Source: an optimization exercise on an open RTL-to-GDS flow (aim: small area, a short achievable clock period and few clock cycles per item). Production flows keep margins and buffers that such runs may drop.
In this exercise RTL edits were held to simulation tests only and were not proved equivalent to the original.

## MCycle
module MCycle
#(
    parameter WIDTH = 32
)
(
    input CLK,
    input RESET,
    input Start,
    input [1:0] MCycleOp,
    input [WIDTH-1:0] Operand1,
    input [WIDTH-1:0] Operand2,
    output [WIDTH-1:0] Result,
    output Busy
);
    reg        busy;
    reg [1:0]  op;
    reg [1:0]  stg;
    reg [4:0]  cnt;
    reg        one_q, two_q, neg_q, cin_q;    
    reg        one1_q, two1_q, neg1_q;        
    reg [31:0] R, X, Y;
    reg [8:0]  E;
    reg [7:0]  E2;    
    reg [4:0]  F;     
    reg        A3;    
    assign Result = R;
    assign Busy = busy;
    function [32:0] padd;
        input [31:0] a, b;
        input cin;
        reg [32:0] g, p, G, P;
        integer l, i, j;
        begin
            g = {a & b, cin};
            p = {a ^ b, 1'b0};
            G = g; P = p;
            for (l = 0; l < 6; l = l + 1)
                for (i = 0; i < 33; i = i + 1)
                    if ((i >> l) & 1) begin
                        j = ((i >> l) << l) - 1;
                        G[i] = G[i] | (P[i] & G[j]);
                        P[i] = P[i] & P[j];
                    end
            padd = {G[32], p[32:1] ^ G[31:0]};
        end
    endfunction
    function [5:0] lzc32;
        input [31:0] v;
        reg [31:0] z1; reg [15:0] z2; reg [7:0] z3; reg [3:0] z4; reg [1:0] z5;
        reg [15:0] c2; reg [15:0] c3; reg [11:0] c4; reg [7:0] c5;
        integer k;
        begin
            z1 = ~v;
            for (k = 0; k < 16; k = k + 1) begin
                z2[k] = z1[2*k+1] & z1[2*k];
                c2[k] = z1[2*k+1];
            end
            for (k = 0; k < 8; k = k + 1) begin
  ...
Size: about 100 I/O pins, ~0.019 sq mm of cells after synthesis.
Settings: LEC_CHECK=0, ABC_AREA=1, CAP_MARGIN=20, CORE_MARGIN=2, CORE_UTILIZATION=30, GPL_ROUTABILITY_DRIVEN=1, SETUP_SLACK_MARGIN=2.9, SLEW_MARGIN=20, SYNTH_HIERARCHICAL=1, TNS_END_PERCENT=3; clock period 6.5 ns.
run.sh (not shown) runs the stock make flow with config.mk's settings and CLKGATE_MAP_FILE= SYNTH_SCRIPT=/design/flow/synth_recipe.tcl, a recipe that flattens the netlist after the stock synthesis.
Testbench counts at the start, summed over its fixed seeds: cycles 14,740, items 1,920.
Edit:
Settings changed: CAP_MARGIN 20 to 10, CORE_UTILIZATION 30 to 22, SLEW_MARGIN 20 to 10, TNS_END_PERCENT 3 to 10.
Effect: The new run finished with timing, DRC and antenna clean; design area came out higher by 5.3%; routed wire length rises by 0.84%; critical path depth is unchanged; hold slack is about the same; global-route usage drops by 8.2 points; worst setup slack improves by 91 ps; via count came out higher by 0.81%; synthesized area stays the same.
Edit:
Settings changed: CAP_MARGIN 10 to 20, CORE_UTILIZATION 22 to 30, SETUP_SLACK_MARGIN 2.9 to 3.2, SLEW_MARGIN 10 to 20.
The changed run finished with timing, DRC and antenna clean.
Die area goes down by 26%.
Synthesized area is unchanged.
Register-to-register slack is better by 20 ps.
Edit:
Settings changed: CORE_UTILIZATION 30 to 22, SETUP_SLACK_MARGIN 3.2 to 2.9.
Via count shrinks by 1.1%.
Design area grows by 1.9%.
Worst setup slack is worse by 15 ps.


oak:
Starting RTL as in the previous note.
clock: 6.5 ns
lec_check: 0
abc_area: 1
cap_margin: 20
core_margin: 2
core_utilization: 18
gpl_routability_driven: 1
setup_slack_margin: 2.9
slew_margin: 20
synth_hierarchical: 1
tns_end_percent: 10
Testbench counts of oak, summed over its fixed seeds: cycles 14,740, items 1,920.
Here is what was changed in the inputs of pine compared with oak.
- SLEW_MARGIN: 20 -> 10
- CAP_MARGIN: 20 -> 10
- CORE_UTILIZATION: 18 -> 30
Results
Diff oak -> pine: routed wire length has decreased. Delta(cell count after placement, pine - oak) < 0. Per the comparison of pine with oak, hold slack fell 0.027 ns; post-layout instance area shows a reduction of 1000 um^2.
Inputs modified between pine and birch:
- SLEW_MARGIN now 20, was 10
- CAP_MARGIN now 20, was 10
==> comparison <==
- As far as maximum number of pins on one net before global-route repair goes, birch and pine are indistinguishable; the numbers are identical.
- Largest stage delay on the critical path: birch vs pine — no meaningful difference
- Final-report max-slew violation count came out exactly the same in birch and pine.
- Diff pine..birch | post-synthesis to final-layout area growth | negligible


MCycle again, from the RTL that the note above started with.
clock: 6.5 ns
lec_check: 0
abc_area: 1
cap_margin: 20
core_margin: 2
core_utilization: 25
gpl_routability_driven: 1
setup_slack_margin: 2.9
slew_margin: 20
synth_hierarchical: 1
tns_end_percent: 10
Testbench counts at the start, summed over its fixed seeds: cycles 14,740, items 1,920.
Edit:
CORE_UTILIZATION = 22   (was 25)
SETUP_SLACK_MARGIN = 3.1   (was 2.9)
=> Final cell count rose by 3.6%; cell area rose by 3.7%; setup slack improved by 0.054 ns; via count rose by 2.0%; core utilization fell by 2.5 points; area after synthesis stays the same; clock skew is about the same; sequential share of layout area fell by 0.52 points.
Edit:
CORE_UTILIZATION = 40   (was 22)
SETUP_SLACK_MARGIN = 2.9   (was 3.1)
Result: Die area went down by well over a third. Routed wire length went up by a few percent. Clock skew barely changes. Final area went up by a few percent. First-iteration DRC count went down by a few percent. Worst setup slack loses 0.045 ns. Maximum frequency went down slightly.

-- what the ideal ports hide --
The results above use ideal ports. As a check the final layouts listed here were re-extracted and re-timed, cells and wires unchanged. Step 1: set_driving_cell puts a clkbuf_16 on CLK and a buf_2 on each other input, an assumption about the parent block. Step 2 moves the port delays by t, midway between the first and last clock arrival at a register: inputs arrive t later, outputs are due t later. That takes back most of the time a late clock gives input paths. a / b / c = ideal ports / drivers / drivers and shift; a / b = the first two.
run	shift t [ns]	setup slack, ns	cell pins on the clock port's net
the first run of note 1	0.534	2.573 / 2.573 / 2.131	1
the second run of note 1	0.534	2.663 / 2.663 / 2.287	1
the third run of note 1	0.535	2.678 / 2.678 / 2.216	1
the fourth run of note 1	0.534	2.663 / 2.663 / 2.287	1
oak	0.537	2.545 / 2.545 / 2.125	1
pine	0.529	2.545 / 2.545 / 2.163	1
birch	0.528	2.558 / 2.558 / 2.176	1
the first run of note 3	0.525	2.632 / 2.665 / 2.140	1
the second run of note 3	0.539	2.685 / 2.685 / 2.225	1
the third run of note 3	0.523	2.640 / 2.640 / 2.203	1
After both steps every run listed still meets setup and hold. For the first run of note 3, which loses most, drivers alone change the setup slack by +0.033 ns; drivers and shift together by -0.492 ns.
